This design comes from an exercise in tuning for small area on the open sky130 flow, not from production work. Only simulation tests tie the RTL to the original design; equivalence was not proved. Power figures rest on the tool's default switching activity, not on a simulated workload.

==> flow/design.v <==
module note2dds_1st_gen(
input wire CLK,
input wire RESET,
input wire [7:0] NOTE,
output wire [31:0] ADDER,
output wire ROUND
);
reg [3:0] K;
reg [3:0] S;
wire [5:0] m = NOTE[7:2];
reg [3:0] k_n;
always @(*) begin
  case (m)
    6'd0, 6'd1, 6'd2: k_n = 4'd13;
    6'd3, 6'd4, 6'd5: k_n = 4'd12;
    6'd6, 6'd7, 6'd8: k_n = 4'd11;
    6'd9, 6'd10, 6'd11: k_n = 4'd10;
    6'd12, 6'd13, 6'd14: k_n = 4'd9;
    6'd15, 6'd16, 6'd17: k_n = 4'd8;
    6'd18, 6'd19, 6'd20: k_n = 4'd7;
    6'd21, 6'd22, 6'd23: k_n = 4'd6;
    6'd24, 6'd25, 6'd26: k_n = 4'd5;
    6'd27, 6'd28, 6'd29: k_n = 4'd4;
    6'd30, 6'd31, 6'd32: k_n = 4'd3;
    6'd33, 6'd34, 6'd35: k_n = 4'd2;
    6'd36, 6'd37, 6'd38: k_n = 4'd1;
    default: k_n = 4'd0;
  endcase
end
wire [1:0] r_n = m % 3;
wire valid = NOTE < 8'd168;
always @(posedge CLK or posedge RESET) begin
  if (RESET)
    S[3:2] <= 2'b11;
  else if (valid)
    S[3:2] <= r_n;
end
always @(posedge CLK) begin
  if (valid) begin
    K <= k_n;
    S[1:0] <= NOTE[1:0];
  end
end
reg [24:0] B;
always @(*) begin
  case (S)
    4'd0: B = 25'd11506414;
    4'd1: B = 25'd12190621;
    4'd2: B = 25'd12915513;
    4'd3: B = 25'd13683509;
    4'd4: B = 25'd14497173;
    4'd5: B = 25'd15359220;
    4'd6: B = 25'd16272526;
    4'd7: B = 25'd17240141;
    4'd8: B = 25'd18265293;
    4'd9: B = 25'd19351404;
    4'd10: B = 25'd20502099;
    4'd11: B = 25'd21721217;
    default: B = 25'd0;
  endcase
end
wire [24:0] c0 = K[0] ? (B >> 1) : B;
wire [24:0] c1 = K[1] ? (c0 >> 2) : c0;
wire [24:0] c2 = K[2] ? (c1 >> 4) : c1;
wire [24:0] c3 = K[3] ? (c2 >> 8) : c2;
wire [24:0] C = c3;
assign ADDER = {8'd0, C[24:1]};
assign ROUND = C[0];
endmodule
module DDS(
input wire CLK,
input wire RESET,
input wire [31:0] ADDER,
input wire ROUND,
output wire [31:0] DDS
);
reg [31:0] P;
assign DDS = P;
wire [31:0] sum;
wire [24:0] c;
assign c[0] = ROUND;
wire [23:0] p = P[23:0] ^ ADDER[23:0];
wire [23:0] g = P[23:0] & ADDER[23:0];
wire g0c = g[0] | (p[0] & ROUND);
wire x1g = g[1] | (p[1] & g0c);
wire x1p = p[1] & p[0];
wire x2g = g[3] | (p[3] & g[2]);
wire x2p = p[3] & p[2];
wire x3g = g[5] | (p[5] & g[4]);
wire x3p = p[5] & p[4];
wire x4g = g[7] | (p[7] & g[6]);
wire x4p = p[7] & p[6];
wire x5g = g[9] | (p[9] & g[8]);
wire x5p = p[9] & p[8];
wire x6g = g[11] | (p[11] & g[10]);
wire x6p = p[11] & p[10];
wire x7g = g[13] | (p[13] & g[12]);
wire x7p = p[13] & p[12];
wire x8g = g[15] | (p[15] & g[14]);
wire x8p = p[15] & p[14];
wire x9g = g[17] | (p[17] & g[16]);
wire x9p = p[17] & p[16];
wire x10g = g[19] | (p[19] & g[18]);
wire x10p = p[19] & p[18];
wire x11g = g[21] | (p[21] & g[20]);
wire x11p = p[21] & p[20];
wire x12g = g[23] | (p[23] & g[22]);
wire x12p = p[23] & p[22];
wire x13g = x2g | (x2p & x1g);
wire x13p = x2p & x1p;
wire x14g = x4g | (x4p & x3g);
wire x14p = x4p & x3p;
wire x15g = x6g | (x6p & x5g);
wire x15p = x6p & x5p;
wire x16g = x8g | (x8p & x7g);
wire x16p = x8p & x7p;
wire x17g = x10g | (x10p & x9g);
wire x17p = x10p & x9p;
wire x18g = x12g | (x12p & x11g);
wire x18p = x12p & x11p;
wire x19g = x14g | (x14p & x13g);
wire x19p = x14p & x13p;
wire x20g = x16g | (x16p & x15g);
wire x20p = x16p & x15p;
wire x21g = x18g | (x18p & x17g);
wire x21p = x18p & x17p;
wire x22g = x20g | (x20p & x19g);
wire x22p = x20p & x19p;
wire x23g = x21g | (x21p & x22g);
wire x23p = x21p & x22p;
wire x24g = x15g | (x15p & x19g);
wire x24p = x15p & x19p;
wire x25g = x17g | (x17p & x22g);
wire x25p = x17p & x22p;
wire x26g = x3g | (x3p & x13g);
wire x26p = x3p & x13p;
wire x27g = x5g | (x5p & x19g);
wire x27p = x5p & x19p;
wire x28g = x7g | (x7p & x24g);
wire x28p = x7p & x24p;
wire x29g = x9g | (x9p & x22g);
wire x29p = x9p & x22p;
wire x30g = x11g | (x11p & x25g);
wire x30p = x11p & x25p;
wire x31g = g[2] | (p[2] & x1g);
wire x31p = p[2] & x1p;
wire x32g = g[4] | (p[4] & x13g);
wire x32p = p[4] & x13p;
wire x33g = g[6] | (p[6] & x26g);
wire x33p = p[6] & x26p;
wire x34g = g[8] | (p[8] & x19g);
wire x34p = p[8] & x19p;
wire x35g = g[10] | (p[10] & x27g);
wire x35p = p[10] & x27p;
wire x36g = g[12] | (p[12] & x24g);
wire x36p = p[12] & x24p;
wire x37g = g[14] | (p[14] & x28g);
wire x37p = p[14] & x28p;
wire x38g = g[16] | (p[16] & x22g);
wire x38p = p[16] & x22p;
wire x39g = g[18] | (p[18] & x29g);
wire x39p = p[18] & x29p;
wire x40g = g[20] | (p[20] & x25g);
wire x40p = p[20] & x25p;
wire x41g = g[22] | (p[22] & x30g);
wire x41p = p[22] & x30p;
assign c[1] = g0c;
assign c[2] = x1g;
assign c[3] = x31g;
assign c[4] = x13g;
assign c[5] = x32g;
assign c[6] = x26g;
assign c[7] = x33g;
assign c[8] = x19g;
assign c[9] = x34g;
assign c[10] = x27g;
assign c[11] = x35g;
assign c[12] = x24g;
assign c[13] = x36g;
assign c[14] = x28g;
assign c[15] = x37g;
assign c[16] = x22g;
assign c[17] = x38g;
assign c[18] = x29g;
assign c[19] = x39g;
assign c[20] = x25g;
assign c[21] = x40g;
assign c[22] = x30g;
assign c[23] = x41g;
assign c[24] = x23g;
assign sum[23:0] = p ^ c[23:0];
wire [7:0] hp;
assign hp[0] = 1'b1;
genvar k;
generate for (k=1;k<8;k=k+1) begin: ginc
 assign hp[k] = hp[k-1] & P[23+k];
end endgenerate
assign sum[31:24] = P[31:24] ^ ({8{c[24]}} & hp);
always @(posedge CLK or posedge RESET)
begin
  if (RESET)
    P <= 32'd0;
  else
    P <= sum;
end
endmodule
module form_wave (
input  wire [31:0] DDS,
input  wire [2:0]  form,
output wire [31:0] WAVE
);
wire [31:0] lower_or;
assign lower_or[0] = 1'b0;
genvar i;
generate
  for (i = 1; i < 32; i = i + 1) begin : g_or
    assign lower_or[i] = lower_or[i-1] | DDS[i-1];
  end
endgenerate
wire ramp = ~form[2] & ~(form[1] & form[0]);          
wire neg  = ~form[2] & (form[1] ? DDS[31] : form[0]) & ~(form[1] & form[0]);
wire sq   = (form == 3'b011) ? DDS[31] :
            (form == 3'b100) ? (DDS[31] & DDS[30]) : 1'b0;
assign WAVE = ({32{ramp}} & (DDS ^ ({32{neg}} & lower_or))) | {32{sq}};
endmodule
module dds_synth (
input  wire        CLK,
input  wire        RESET,
input  wire [7:0]  NOTE,
input  wire [2:0]  FORM,
output wire [31:0] WAVE
);
wire [31:0] ADDER;
wire        ROUND;
wire [31:0] DDS;
note2dds_1st_gen n2d (.CLK(CLK), .RESET(RESET), .NOTE(NOTE), .ADDER(ADDER), .ROUND(ROUND));
DDS dds2 (.CLK(CLK), .RESET(RESET), .ADDER(ADDER), .ROUND(ROUND), .DDS(DDS));
form_wave formw (.DDS(DDS), .form(FORM), .WAVE(WAVE));
endmodule
export LEC_CHECK = 0
export ABC_AREA = 1
export CAP_MARGIN = 20
export CORE_MARGIN = 2
export CORE_UTILIZATION = 60
export CTS_BUF_LIST = sky130_fd_sc_hd__clkbuf_8
export SLEW_MARGIN = 20
create_clock -name core_clock -period 6.0 [get_ports {CLK}]
standard.sh (not shown) runs the stock make flow with config.mk's settings and CLKGATE_MAP_FILE= SYNTH_SCRIPT=/design/flow/synth_recipe.tcl, a recipe that flattens the netlist after the stock synthesis.
==> flow/flow/run.sh <==
#!/bin/bash
# Standard ORFS layout (the standard.sh) with two changes:
#  - synthesis maps with the ABC script in flow/abc_area.script (no change to
#    the rest of the synthesis: same registers, same names and cell types);
#  - the port buffers that buffer_ports inserts are sky130_fd_sc_hd__buf_1.
# Every tool's output is kept in the ORFS logs under orfs/logs/ and in
# flow_make.log here.
set -euo pipefail
rm -rf scripts_local
cp -r "$FLOW_HOME/scripts" scripts_local
cp flow/abc_area.script scripts_local/abc_area.script
bash standard.sh "SCRIPTS_DIR=$PWD/scripts_local" \
  "BUFFER_PORTS_ARGS=-buffer_cell sky130_fd_sc_hd__buf_1" finish > flow_make.log 2>&1
==> flow/flow/abc_area.script <==
strash
dch
map -B 0.9
topo
stime -c
Next try:
--- a/flow/flow/run.sh
+++ b/flow/flow/run.sh
@@ -2,3 +2,5 @@
-# Standard ORFS layout (the standard.sh) with two changes:
-#  - synthesis maps with the ABC script in flow/abc_area.script (no change to
-#    the rest of the synthesis: same registers, same names and cell types);
+# Standard ORFS layout (the standard.sh) with three changes:
+#  - synthesis maps with the ABC script in flow/abc_area.script;
+#  - synthesis does not extract full/half adder cells (ADDER_MAP_FILE empty),
+#    so ABC maps the adder logic itself.
+#    Registers are unchanged: same count, names and cell types;
@@ -12 +14 @@
-bash standard.sh "SCRIPTS_DIR=$PWD/scripts_local" \
+bash standard.sh "SCRIPTS_DIR=$PWD/scripts_local" "ADDER_MAP_FILE=" \
After rerunning: Final cell count came out higher by roughly a tenth; global-route usage rose by 2.6 points; clock-buffer cell count is unchanged; sequential share of layout area rises by 0.23 points.
Next try:
==> flow/flow/run.sh (replaced) <==
#!/bin/bash
# Standard ORFS layout (the standard.sh) with two changes:
#  - synthesis maps with the ABC script in flow/abc_area.script (no change to
#    the rest of the synthesis: same registers, same names and cell types);
#  - the port buffers that buffer_ports inserts are sky130_fd_sc_hd__buf_1.
# Every tool's output is kept in the ORFS logs under orfs/logs/ and in
# flow_make.log here.
set -euo pipefail
rm -rf scripts_local
cp -r "$FLOW_HOME/scripts" scripts_local
cp flow/abc_area.script scripts_local/abc_area.script
bash standard.sh "SCRIPTS_DIR=$PWD/scripts_local" \
  "BUFFER_PORTS_ARGS=-buffer_cell sky130_fd_sc_hd__buf_1" finish > flow_make.log 2>&1
==> flow/flow/abc_area.script (replaced) <==
strash
dch
map -D 4000
topo
stime -c
=> The new run produced a layout that fails on negative setup slack. Sequential power rose by about 2%. Synthesized area barely changes. Worst setup slack got worse by 1200 ps.
Next try:
==> flow/run.sh (new file) <==
#!/bin/bash
# synth_recipe.tcl (not shown) runs the flow's synth.tcl, then flattens the netlist and writes it again
# the make line also repeats each setting of config.mk as NAME=value (left out here)
make -C /OpenROAD-flow-scripts/flow DESIGN_CONFIG=/design/flow/config.mk WORK_HOME=/design/flow/orfs CLKGATE_MAP_FILE= SYNTH_SCRIPT=/design/flow/synth_recipe.tcl finish
removed: flow/flow/run.sh
removed: flow/flow/abc_area.script
removed: flow/standard.sh
Outcome:
- The new run completed with no timing, DRC or antenna violations
- fmax grows by 11%
- design area drops by 5.8%
- clock skew is about the same

what the ideal ports hide:
In the flow no input, the clock included, has a driving cell. The finished layouts below were timed again as built, in two steps.
Step 1 sets driving cells, clkbuf_16 on the clock port and buf_2 on the other inputs (assumed; they add their load-dependent delay and slew).
Step 2 times the ports against the registers' clock, not the clock port: input delays grow and output delays shrink by t, the midpoint of the rising clock arrivals with the driver on.
Slacks: ideal / step 1 / step 2; pairs: ideal / step 1.
run | shift t [ns] | slack for setup (ns) | clock arrival spread, ns
the first run | 0.326 | 0.496 / 0.472 / 0.472 | 0.006 / 0.006
the second run | 0.334 | 1.028 / 0.997 / 1.331 | 0.015 / 0.014
the third run | 0.348 | -0.193 / -0.228 / 0.120 | 0.008 / 0.008
the fourth run | 0.333 | 0.414 / 0.388 / 0.388 | 0.006 / 0.005
The setup slack of the fourth run, which loses most, moves by -0.026 ns with the drivers and by -0.026 ns with both steps.
